From an optimization exercise on the open Yosys and OpenROAD flow, aimed at small area; shortcuts taken in it are not production practice. The RTL was checked by simulation tests, not by an equivalence proof against the original design.

--- flow/run.sh ---
#!/bin/bash
# synth_recipe.tcl (not shown) runs the flow's synth.tcl, then flattens the netlist and writes it again
# the make line also repeats each setting of config.mk as NAME=value (left out here)
make -C /OpenROAD-flow-scripts/flow DESIGN_CONFIG=/design/flow/config.mk WORK_HOME=/design/flow/orfs CLKGATE_MAP_FILE= SYNTH_SCRIPT=/design/flow/synth_recipe.tcl finish
--- flow/config.mk ---
export PLATFORM = sky130hd
export DESIGN_NAME = viterbi_decoder
export DESIGN_NICKNAME = viterbi_decoder
export VERILOG_FILES = /design/flow/design.v
export SDC_FILE = /design/flow/constraint.sdc
export NUM_CORES = 4
export LEC_CHECK = 0
export CAP_MARGIN = 20
export CORE_MARGIN = 2
export CORE_UTILIZATION = 40
export SLEW_MARGIN = 20
--- flow/constraint.sdc ---
create_clock -name core_clock -period 4.5 [get_ports {clk}]
set_input_delay 0.9000 -clock core_clock [delete_from_list [all_inputs] [get_ports {clk}]]
set_output_delay 0.9000 -clock core_clock [all_outputs]
set_load 0.01 [all_outputs]
--- flow/design.v ---
`timescale 1ns / 1ps
module ACS(
    input  logic       rst,
    input  logic       clk,
    input  logic       enable,
    input  logic [3:0] MB0,
    input  logic [3:0] MB1,
    input  logic [6:0] MN0,
    input  logic [6:0] MN1,
    output logic [6:0] MN_out,
    output logic       decision
    );
    logic [6:0] MN_0_new, MN_1_new;
    logic [6:0] next_MN;
    assign MN_0_new = MN0 + MB0;
    assign MN_1_new = MN1 + MB1;
    always_comb
    begin
        if(MN_0_new < MN_1_new) begin 
            decision = '0;
            next_MN = MN_0_new;
        end
        else begin
            decision = '1;
            next_MN = MN_1_new;
        end
    end
    always_ff @(posedge clk, posedge rst)
    begin
        if(rst)
            MN_out <= '0;
        else if (enable)
            MN_out <= next_MN;
    end
endmodule
`timescale 1ns / 1ps
module branch_metric_unit(
    input  logic       rst,
    input  logic       clk,
    input  logic       enable,
    input  logic [2:0] y1,
    input  logic [2:0] y2,
    output logic [3:0] MB00,
    output logic [3:0] MB01,
    output logic [3:0] MB10,
    output logic [3:0] MB11
    );
    logic [5:0] address;
    logic [3:0] rMB00, rMB01, rMB10, rMB11;
    assign address = {y2, y1};
    always_comb
    begin
        case (address)
            6'd0: begin rMB00 = 4'b0000; rMB01 = 4'b0111; rMB10 = 4'b0111; rMB11 = 4'b1001; end
            6'd1: begin rMB00 = 4'b0001; rMB01 = 4'b0111; rMB10 = 4'b0110; rMB11 = 4'b1001; end
            6'd2: begin rMB00 = 4'b0010; rMB01 = 4'b0111; rMB10 = 4'b0101; rMB11 = 4'b1000; end
            6'd3: begin rMB00 = 4'b0011; rMB01 = 4'b0111; rMB10 = 4'b0100; rMB11 = 4'b1000; end
            6'd4: begin rMB00 = 4'b0100; rMB01 = 4'b1000; rMB10 = 4'b0011; rMB11 = 4'b0111; end
            6'd5: begin rMB00 = 4'b0101; rMB01 = 4'b1000; rMB10 = 4'b0010; rMB11 = 4'b0111; end
            6'd6: begin rMB00 = 4'b0110; rMB01 = 4'b1001; rMB10 = 4'b0001; rMB11 = 4'b0111; end
            6'd7: begin rMB00 = 4'b0111; rMB01 = 4'b1001; rMB10 = 4'b0000; rMB11 = 4'b0111; end
            6'd8: begin rMB00 = 4'b0001; rMB01 = 4'b0110; rMB10 = 4'b0111; rMB11 = 4'b1001; end
            6'd9: begin rMB00 = 4'b0001; rMB01 = 4'b0110; rMB10 = 4'b0110; rMB11 = 4'b1000; end
            6'd10: begin rMB00 = 4'b0010; rMB01 = 4'b0110; rMB10 = 4'b0101; rMB11 = 4'b0111; end
            6'd11: begin rMB00 = 4'b0011; rMB01 = 4'b0110; rMB10 = 4'b0100; rMB11 = 4'b0111; end
            6'd12: begin rMB00 = 4'b0100; rMB01 = 4'b0111; rMB10 = 4'b0011; rMB11 = 4'b0110; end
            6'd13: begin rMB00 = 4'b0101; rMB01 = 4'b0111; rMB10 = 4'b0010; rMB11 = 4'b0110; end
            6'd14: begin rMB00 = 4'b0110; rMB01 = 4'b1000; rMB10 = 4'b0001; rMB11 = 4'b0110; end
            6'd15: begin rMB00 = 4'b0111; rMB01 = 4'b1001; rMB10 = 4'b0001; rMB11 = 4'b0110; end
            6'd16: begin rMB00 = 4'b0010; rMB01 = 4'b0101; rMB10 = 4'b0111; rMB11 = 4'b1000; end
            6'd17: begin rMB00 = 4'b0010; rMB01 = 4'b0101; rMB10 = 4'b0110; rMB11 = 4'b0111; end
            6'd18: begin rMB00 = 4'b0010; rMB01 = 4'b0101; rMB10 = 4'b0101; rMB11 = 4'b0111; end
            6'd19: begin rMB00 = 4'b0011; rMB01 = 4'b0101; rMB10 = 4'b0100; rMB11 = 4'b0110; end
            6'd20: begin rMB00 = 4'b0100; rMB01 = 4'b0110; rMB10 = 4'b0011; rMB11 = 4'b0101; end
            6'd21: begin rMB00 = 4'b0101; rMB01 = 4'b0111; rMB10 = 4'b0010; rMB11 = 4'b0101; end
            6'd22: begin rMB00 = 4'b0110; rMB01 = 4'b0111; rMB10 = 4'b0010; rMB11 = 4'b0101; end
            6'd23: begin rMB00 = 4'b0111; rMB01 = 4'b1000; rMB10 = 4'b0010; rMB11 = 4'b0101; end
            6'd24: begin rMB00 = 4'b0011; rMB01 = 4'b0100; rMB10 = 4'b0111; rMB11 = 4'b1000; end
            6'd25: begin rMB00 = 4'b0011; rMB01 = 4'b0100; rMB10 = 4'b0110; rMB11 = 4'b0111; end
            6'd26: begin rMB00 = 4'b0011; rMB01 = 4'b0100; rMB10 = 4'b0101; rMB11 = 4'b0110; end
            6'd27: begin rMB00 = 4'b0100; rMB01 = 4'b0101; rMB10 = 4'b0101; rMB11 = 4'b0101; end
            6'd28: begin rMB00 = 4'b0101; rMB01 = 4'b0101; rMB10 = 4'b0100; rMB11 = 4'b0101; end
            6'd29: begin rMB00 = 4'b0101; rMB01 = 4'b0110; rMB10 = 4'b0011; rMB11 = 4'b0100; end
            6'd30: begin rMB00 = 4'b0110; rMB01 = 4'b0111; rMB10 = 4'b0011; rMB11 = 4'b0100; end
            6'd31: begin rMB00 = 4'b0111; rMB01 = 4'b1000; rMB10 = 4'b0011; rMB11 = 4'b0100; end
            6'd32: begin rMB00 = 4'b0100; rMB01 = 4'b0011; rMB10 = 4'b1000; rMB11 = 4'b0111; end
            6'd33: begin rMB00 = 4'b0100; rMB01 = 4'b0011; rMB10 = 4'b0111; rMB11 = 4'b0110; end
            6'd34: begin rMB00 = 4'b0100; rMB01 = 4'b0011; rMB10 = 4'b0110; rMB11 = 4'b0101; end
            6'd35: begin rMB00 = 4'b0101; rMB01 = 4'b0100; rMB10 = 4'b0101; rMB11 = 4'b0101; end
            6'd36: begin rMB00 = 4'b0101; rMB01 = 4'b0101; rMB10 = 4'b0101; rMB11 = 4'b0100; end
            6'd37: begin rMB00 = 4'b0110; rMB01 = 4'b0101; rMB10 = 4'b0100; rMB11 = 4'b0011; end
            6'd38: begin rMB00 = 4'b0111; rMB01 = 4'b0110; rMB10 = 4'b0100; rMB11 = 4'b0011; end
            6'd39: begin rMB00 = 4'b1000; rMB01 = 4'b0111; rMB10 = 4'b0100; rMB11 = 4'b0011; end
            6'd40: begin rMB00 = 4'b0101; rMB01 = 4'b0010; rMB10 = 4'b1000; rMB11 = 4'b0111; end
            6'd41: begin rMB00 = 4'b0101; rMB01 = 4'b0010; rMB10 = 4'b0111; rMB11 = 4'b0110; end
            6'd42: begin rMB00 = 4'b0101; rMB01 = 4'b0010; rMB10 = 4'b0111; rMB11 = 4'b0101; end
            6'd43: begin rMB00 = 4'b0101; rMB01 = 4'b0011; rMB10 = 4'b0110; rMB11 = 4'b0100; end
            6'd44: begin rMB00 = 4'b0110; rMB01 = 4'b0100; rMB10 = 4'b0101; rMB11 = 4'b0011; end
            6'd45: begin rMB00 = 4'b0111; rMB01 = 4'b0101; rMB10 = 4'b0101; rMB11 = 4'b0010; end
            6'd46: begin rMB00 = 4'b0111; rMB01 = 4'b0110; rMB10 = 4'b0101; rMB11 = 4'b0010; end
            6'd47: begin rMB00 = 4'b1000; rMB01 = 4'b0111; rMB10 = 4'b0101; rMB11 = 4'b0010; end
            6'd48: begin rMB00 = 4'b0110; rMB01 = 4'b0001; rMB10 = 4'b1001; rMB11 = 4'b0111; end
            6'd49: begin rMB00 = 4'b0110; rMB01 = 4'b0001; rMB10 = 4'b1000; rMB11 = 4'b0110; end
            6'd50: begin rMB00 = 4'b0110; rMB01 = 4'b0010; rMB10 = 4'b0111; rMB11 = 4'b0101; end
            6'd51: begin rMB00 = 4'b0110; rMB01 = 4'b0011; rMB10 = 4'b0111; rMB11 = 4'b0100; end
            6'd52: begin rMB00 = 4'b0111; rMB01 = 4'b0100; rMB10 = 4'b0110; rMB11 = 4'b0011; end
            6'd53: begin rMB00 = 4'b0111; rMB01 = 4'b0101; rMB10 = 4'b0110; rMB11 = 4'b0010; end
            6'd54: begin rMB00 = 4'b1000; rMB01 = 4'b0110; rMB10 = 4'b0110; rMB11 = 4'b0001; end
            6'd55: begin rMB00 = 4'b1001; rMB01 = 4'b0111; rMB10 = 4'b0110; rMB11 = 4'b0001; end
            6'd56: begin rMB00 = 4'b0111; rMB01 = 4'b0000; rMB10 = 4'b1001; rMB11 = 4'b0111; end
            6'd57: begin rMB00 = 4'b0111; rMB01 = 4'b0001; rMB10 = 4'b1001; rMB11 = 4'b0110; end
            6'd58: begin rMB00 = 4'b0111; rMB01 = 4'b0010; rMB10 = 4'b1000; rMB11 = 4'b0101; end
            6'd59: begin rMB00 = 4'b0111; rMB01 = 4'b0011; rMB10 = 4'b1000; rMB11 = 4'b0100; end
            6'd60: begin rMB00 = 4'b1000; rMB01 = 4'b0100; rMB10 = 4'b0111; rMB11 = 4'b0011; end
            6'd61: begin rMB00 = 4'b1000; rMB01 = 4'b0101; rMB10 = 4'b0111; rMB11 = 4'b0010; end
            6'd62: begin rMB00 = 4'b1001; rMB01 = 4'b0110; rMB10 = 4'b0111; rMB11 = 4'b0001; end
            6'd63: begin rMB00 = 4'b1001; rMB01 = 4'b0111; rMB10 = 4'b0111; rMB11 = 4'b0000; end
            default: begin rMB00 = 4'b0000; rMB01 = 4'b0000; rMB10 = 4'b0000; rMB11 = 4'b0000; end
        endcase
    end
    always_ff @(posedge clk, posedge rst)
    begin
        if(rst) begin
            MB00 <= '0;
            MB01 <= '0;
            MB10 <= '0;
            MB11 <= '0;
        end
        else if (enable) begin
            MB00 <= rMB00;
            MB01 <= rMB01;
            MB10 <= rMB10;
            MB11 <= rMB11;
        end
    end
endmodule
`timescale 1ns / 1ps
module state_metric_unit(
    input logic rst,
    input logic clk,
    input logic enable,
    input logic [3:0] branch_metric0,
    input logic [3:0] branch_metric1,
    input logic [3:0] branch_metric2,
    input logic [3:0] branch_metric3,
    output logic [7:0] decision
    );
logic [6:0] state_metric_loopback0, state_metric_loopback1, state_metric_loopback2, state_metric_loopback3;
logic [6:0] state_metric_loopback4, state_metric_loopback5, state_metric_loopback6, state_metric_loopback7;
logic [6:0] state_metric_tmp0, state_metric_tmp1, state_metric_tmp2, state_metric_tmp3;
logic [6:0] state_metric_tmp4, state_metric_tmp5, state_metric_tmp6, state_metric_tmp7;
logic       clear_msb;
ACS acs0 (.rst(rst), .clk(clk), .enable(enable), .MB0(branch_metric0), .MB1(branch_metric3), .MN0(state_metric_loopback0), .MN1(state_metric_loopback1), .decision(decision[0]), .MN_out(state_metric_tmp0));
ACS acs1 (.rst(rst), .clk(clk), .enable(enable), .MB0(branch_metric1), .MB1(branch_metric2), .MN0(state_metric_loopback2), .MN1(state_metric_loopback3), .decision(decision[1]), .MN_out(state_metric_tmp1));
ACS acs2 (.rst(rst), .clk(clk), .enable(enable), .MB0(branch_metric2), .MB1(branch_metric1), .MN0(state_metric_loopback4), .MN1(state_metric_loopback5), .decision(decision[2]), .MN_out(state_metric_tmp2));
ACS acs3 (.rst(rst), .clk(clk), .enable(enable), .MB0(branch_metric3), .MB1(branch_metric0), .MN0(state_metric_loopback6), .MN1(state_metric_loopback7), .decision(decision[3]), .MN_out(state_metric_tmp3));
ACS acs4 (.rst(rst), .clk(clk), .enable(enable), .MB0(branch_metric3), .MB1(branch_metric0), .MN0(state_metric_loopback0), .MN1(state_metric_loopback1), .decision(decision[4]), .MN_out(state_metric_tmp4));
ACS acs5 (.rst(rst), .clk(clk), .enable(enable), .MB0(branch_metric2), .MB1(branch_metric1), .MN0(state_metric_loopback2), .MN1(state_metric_loopback3), .decision(decision[5]), .MN_out(state_metric_tmp5));
ACS acs6 (.rst(rst), .clk(clk), .enable(enable), .MB0(branch_metric1), .MB1(branch_metric2), .MN0(state_metric_loopback4), .MN1(state_metric_loopback5), .decision(decision[6]), .MN_out(state_metric_tmp6));
ACS acs7 (.rst(rst), .clk(clk), .enable(enable), .MB0(branch_metric0), .MB1(branch_metric3), .MN0(state_metric_loopback6), .MN1(state_metric_loopback7), .decision(decision[7]), .MN_out(state_metric_tmp7));
assign clear_msb = state_metric_tmp0[6] & state_metric_tmp1[6] & state_metric_tmp2[6] & state_metric_tmp3[6] &
                   state_metric_tmp4[6] & state_metric_tmp5[6] & state_metric_tmp6[6] & state_metric_tmp7[6];
assign state_metric_loopback0 = {state_metric_tmp0[6] & ~clear_msb, state_metric_tmp0[5:0]};
assign state_metric_loopback1 = {state_metric_tmp1[6] & ~clear_msb, state_metric_tmp1[5:0]};
assign state_metric_loopback2 = {state_metric_tmp2[6] & ~clear_msb, state_metric_tmp2[5:0]};
assign state_metric_loopback3 = {state_metric_tmp3[6] & ~clear_msb, state_metric_tmp3[5:0]};
assign state_metric_loopback4 = {state_metric_tmp4[6] & ~clear_msb, state_metric_tmp4[5:0]};
assign state_metric_loopback5 = {state_metric_tmp5[6] & ~clear_msb, state_metric_tmp5[5:0]};
assign state_metric_loopback6 = {state_metric_tmp6[6] & ~clear_msb, state_metric_tmp6[5:0]};
assign state_metric_loopback7 = {state_metric_tmp7[6] & ~clear_msb, state_metric_tmp7[5:0]};
endmodule
`timescale 1ns / 1ps
module survivor_path_stage
    (input  logic         rst,
     input  logic         clk,
     input  logic         enable,
     input  logic [7 : 0] data_in,
     input  logic [7 : 0] decision,
     output logic [7 : 0] data_out);
	logic [7:0] reg_data;
	always_ff @(posedge clk, posedge rst)
	begin
		if(rst)
			reg_data <= '0;
		else if(enable)
			reg_data <= data_in;
	end
	always_comb
	begin
		if(decision[0] == '0)
			data_out[0] = reg_data[0];
		else
			data_out[0] = reg_data[1];
		if(decision[1] == '0)
			data_out[1] = reg_data[2];
		else
			data_out[1] = reg_data[3];
		if(decision[2] == '0)
			data_out[2] = reg_data[4];
		else
			data_out[2] = reg_data[5];
		if(decision[3] == '0)
			data_out[3] = reg_data[6];
		else
			data_out[3] = reg_data[7];
		if(decision[4] == '0)
			data_out[4] = reg_data[0];
		else
			data_out[4] = reg_data[1];
		if(decision[5] == '0)
			data_out[5] = reg_data[2];
		else
			data_out[5] = reg_data[3];
		if(decision[6] == '0)
			data_out[6] = reg_data[4];
		else
			data_out[6] = reg_data[5];
		if(decision[7] == '0)
			data_out[7] = reg_data[6];
		else
			data_out[7] = reg_data[7];
	end
endmodule
`timescale 1ns / 1ps
module survivor_path
    (input  logic         rst,
     input  logic         clk,
     input  logic         enable,
     input  logic [7 : 0] data_in,
     output logic [7 : 0] data_out);
logic [7:0] st0_out, st1_out, st2_out, st3_out, st4_out, st5_out, st6_out, st7_out, st8_out, st9_out, st10_out, st11_out, st12_out, st13_out, st14_out, st15_out, st16_out, st17_out, st18_out, st19_out;
survivor_path_stage stage_0(.data_in(data_in),   .decision(data_in), .data_out(st0_out), .*);
survivor_path_stage stage_1(.data_in(st0_out),   .decision(data_in), .data_out(st1_out), .*);
survivor_path_stage stage_2(.data_in(st1_out),   .decision(data_in), .data_out(st2_out), .*);
survivor_path_stage stage_3(.data_in(st2_out),   .decision(data_in), .data_out(st3_out), .*);
survivor_path_stage stage_4(.data_in(st3_out),   .decision(data_in), .data_out(st4_out), .*);
survivor_path_stage stage_5(.data_in(st4_out),   .decision(data_in), .data_out(st5_out), .*);
survivor_path_stage stage_6(.data_in(st5_out),   .decision(data_in), .data_out(st6_out), .*);
survivor_path_stage stage_7(.data_in(st6_out),   .decision(data_in), .data_out(st7_out), .*);
survivor_path_stage stage_8(.data_in(st7_out),   .decision(data_in), .data_out(st8_out), .*);
survivor_path_stage stage_9(.data_in(st8_out),   .decision(data_in), .data_out(st9_out), .*);
survivor_path_stage stage_10(.data_in(st9_out),  .decision(data_in), .data_out(st10_out), .*);
survivor_path_stage stage_11(.data_in(st10_out), .decision(data_in), .data_out(st11_out), .*);
survivor_path_stage stage_12(.data_in(st11_out), .decision(data_in), .data_out(st12_out), .*);
survivor_path_stage stage_13(.data_in(st12_out), .decision(data_in), .data_out(st13_out), .*);
survivor_path_stage stage_14(.data_in(st13_out), .decision(data_in), .data_out(st14_out), .*);
survivor_path_stage stage_15(.data_in(st14_out), .decision(data_in), .data_out(st15_out), .*);
survivor_path_stage stage_16(.data_in(st15_out), .decision(data_in), .data_out(st16_out), .*);
survivor_path_stage stage_17(.data_in(st16_out), .decision(data_in), .data_out(st17_out), .*);
survivor_path_stage stage_18(.data_in(st17_out), .decision(data_in), .data_out(st18_out), .*);
survivor_path_stage stage_19(.data_in(st18_out), .decision(data_in), .data_out(data_out), .*);
endmodule
`timescale 1ns / 1ps
module viterbi_decoder(
    input  logic       rst,
    input  logic       clk,
    input  logic       enable,
    input  logic [2:0] y1,
    input  logic [2:0] y2,
    output logic       decoded_bit
    );
logic       enable_dly1, enable_dly2, enable_dly3, enable_dly4;
logic [3:0] MB00, MB01, MB10, MB11;
logic [7:0] decision, final_decision;
always_ff @(posedge clk, posedge rst)
begin
    if(rst) begin
        enable_dly1 <= 1'b0;
        enable_dly2 <= 1'b0;
        enable_dly3 <= 1'b0;
        enable_dly4 <= 1'b0;
    end
    else begin
        enable_dly1 <= enable;
        enable_dly2 <= enable_dly1;
        enable_dly3 <= enable_dly2;
        enable_dly4 <= enable_dly3;
    end
end
branch_metric_unit BMU (.rst(rst), .clk(clk), .enable(enable_dly2), .y1(y1), .y2(y2),
                        .MB00(MB00), .MB01(MB01), .MB10(MB10), .MB11(MB11));
state_metric_unit SMU (.rst(rst), .clk(clk), .enable(enable_dly3),
                       .branch_metric0(MB00), .branch_metric1(MB01),
                       .branch_metric2(MB10), .branch_metric3(MB11),
                       .decision(decision));
survivor_path survivor_path_unit (.rst(rst), .clk(clk), .enable(enable_dly3),
                                  .data_in(decision), .data_out(final_decision));
assign decoded_bit = final_decision[0];
endmodule
==> metrics.yaml <==
status: "no timing/DRC/antenna violations"
rrSetupSlack_ns: 0.61
fmax_ghz: 0.2297
synth-edff-count: 0
crit_fanout: 2
clk_latency_ns: 0.57
routed_wl_um: 36740
via_per_inst: 5.566
rows: 70
clock_sinks: 225
cts_hold_buf: 0
cts_buffers: 27
layout-drive-gt1-share: 0.08117
final_cells: 2008
worst_path_max_delay_cell: "fa_2"
antenna_cells: 0
final_max_slew_viol_count: 0
whs_path_depth: 0
vias: 11180
hold_path.class: "reg -> reg"
period_share: 0.9673
cp_cell_sequence: "ha_2, fa_2, a21o_1, a21oi_2, nor2_1, xor2_1, ha_1, a21oi_2, o21ai_2, a21oi_4, mux2_4, clkdlybuf4s15_1"
numPortBuffers: 9
cp.required_ns: 3.60
grt_overflow_total: 0
maxSlewHeadroom: 0.3037
ys_warn_count: 4
htreeDepth: 1
floorplan.initialDensity: 0.4037
crit_family: "adder cells"
wl_met1_um: 17420
cts_tree: "done"
wl_met2_um: 17160
drc: 0
hold_viol_final: 0
max_stage_delay_ns: 0.40
skew_ns: 0.01478
critPathKind: "reg -> out"
wl_per_cell_um: 18.29
grt_pass1_vias: 11120
area_delta_synth_final_pct: 11.17
start_kind: "flop"
io_pins: 10
worst_path_most_repeated_cell: "a21oi_2"
ff2ff_path_depth: 13
final_cell_area_um2: 16350
place_area_um2: 15400
path_clk_slew_ns: 0.06
wl_met3_um: 1265
netlist_area_um2: 14710
die_h_um: 195.8
async_reset_ff_frac: 1.000
hp-start: "enable_dly1"
syn_nets: 1678
antenna_found_initial: 0
avgSynthCellArea_um2: 9.583
synth_flop_cell: "dfrtp_1"
fp.dieW_um: 195.8
gp_congestion: 0.8647
mostFrequentLayoutCells: "224 x dfrtp_1, 204 x a21oi_1, 185 x nor2_1, 145 x mux2i_1, 116 x ha_1"
grt_pass1_wl_um: 60270
hold_end: "enable_dly2"
root_buffer: "clkbuf_16"
coreArea_um2: 36430
drt_iter0_markers: 717
grtUsageTotal: 0.1947
firstDrtPassIters: 5
syn_inst: 1535
ys_seq_elements: 225
seq_area_frac_synth: 0.3828
maxCapViolCount: 0
mostFrequentLayoutCell: "dfrtp_1"
rr_endpoint: "survivor_path_unit.stage_5.reg_data[5]"
dp.cells: 1957
ant_nets: 0
dp_hpwl_um: 25870
critPathArrivalTime_ns: 3.45
top_layer: "met4"
rr_startpoint: "BMU.MB01[0]"
path_buf_inv: 1
setup_viol: 0
tightest_slew_ns: 1.044
grt_start_max_net_pins: 113
clockBufferDepth: 3
period_minus_slack_ns: 4.353
ys_types: 61
endpoint_kind: "primary output"
dieArea_um2: 38330
nNetsFinal: 1663
==> cell usage after synthesis (10+ instances only) <==
cell type | n | area, um^2
nand4_1 | 19 | 118.9
o21ai_0 | 35 | 175.2
fa_1 | 16 | 320.3
dfrtp_1 | 225 | 5630
a21o_1 | 37 | 277.8
clkbuf_1 | 48 | 180.2
xor2_1 | 36 | 315.3
and3_1 | 13 | 81.33
buf_4 | 14 | 105.1
ha_1 | 118 | 1476
nand2b_1 | 12 | 75.07
nand3_1 | 41 | 205.2
mux2i_1 | 145 | 1451
a221o_1 | 33 | 330.3
inv_1 | 48 | 180.2
buf_2 | 19 | 95.09
a21oi_1 | 209 | 1046
nor2b_1 | 25 | 156.4
nor2_1 | 186 | 698.2
mux2_2 | 10 | 112.6
o221ai_1 | 24 | 210.2
nand2_1 | 72 | 270.3
nor3_1 | 17 | 85.08
xnor2_1 | 44 | 385.4
==> layer usage <==
metal	global-route usage	up-vias
met2	0.3238	173
met3	0.02166	44
li1	-	5505
met5	0	-
met4	0.05808	0
met1	0.2686	5455
==> cell families after synthesis <==
| kind of cell | after synthesis | share of synthesized area |
|---|---|---|
| AOI/OAI and AO/OA | 391 | 0.1688 |
| xor gates and xnor gates | 80 | 0.04763 |
| adders and majority gates | 134 | 0.1221 |
| buffers and inverters | 139 | 0.04117 |
| DFF | 225 | 0.3828 |
| muxes | 158 | 0.1104 |
| and+or+nand+nor | 408 | 0.1271 |
==> worst register-to-register path: cells and delay by family, from the launching register on <==
family | cells | cell delay [ns]
simple gates | 1 | 0.11
compound gates | 6 | 1.26
fa+ha+maj | 3 | 1.05
mux | 1 | 0.24
xor+xnor | 1 | 0.32
flops | 1 | 0.51
buf+inv | 1 | 0.27
==> per-stage QoR <==
stage / util / worst slack (ns) / setup TNS [ns] / hold WS, ns
6_report: 0.4488 / 0.1469 / 0 / 0.4106
5_1_grt: 0.4488 / -0.01104 / -0.01104 / 0.4187
4_1_cts: 0.4478 / 0.001764 / 0 / 0.4096
3_5_place_dp: 0.4227 / 0.1904 / 0 / 0.3845
3_3_place_gp: 0.4220 / 0.1850 / 0 / 0.3834
2_1_floorplan: - / 0.6620 / 0 / 0.3312
==> worst max-delay path by stage <==
stage / start / to / slack (ns) / cells past startpoint
floorplan: rst / BMU.MB00[0] / 0.66 / 1
global placement: SMU.acs1.MN_out[0] / decoded_bit / 0.19 / 12
detailed placement: SMU.acs1.MN_out[0] / decoded_bit / 0.19 / 12
CTS: SMU.acs1.MN_out[0] / decoded_bit / 0.002 / 12
global route: BMU.MB11[0] / decoded_bit / -0.01 / 12
finish: BMU.MB11[0] / decoded_bit / 0.15 / 12
==> cell type report <==
class	count	area (um^2)
clock buffer	36	749.5
fill	3438	20080
inverter	49	187.7
tap	468	585.6
timing repair buffer	46	475.5
multi-input combinational	1171	8576
sequential	225	5634
clock inverter	13	145.1
==> what timing repair did <==
action	4_1_cts	5_1_grt
pin swaps	1	3
setup endpoints to repair	1	1
setup buffers	0	2
gates resized for setup	7	8

-- afterwards: timing with drivers on the ports --
Ports are ideal in the flow. The routed layout listed here was re-timed in OpenROAD.
Step 1, drivers: a clkbuf_16 drives clk and a buf_2 each remaining input, both assumed.
Step 2 also shifts input and output timing later by t, the mid clock arrival at the registers, as if the neighbouring blocks saw the same clock.
Slacks: ideal / step 1 / step 2; pairs: ideal / step 1.
shift t [ns]: 0.611
setup WS [ns]: 0.147 / 0.095 / 0.609
hold WS [ns]: 0.411 / 0.411 / 0.411
slew at the worst register clock pin (ns): 0.06 / 0.06
After both steps this run still meets setup and hold. The setup slack of this run moves by -0.052 ns with the drivers and by +0.462 ns with both steps.
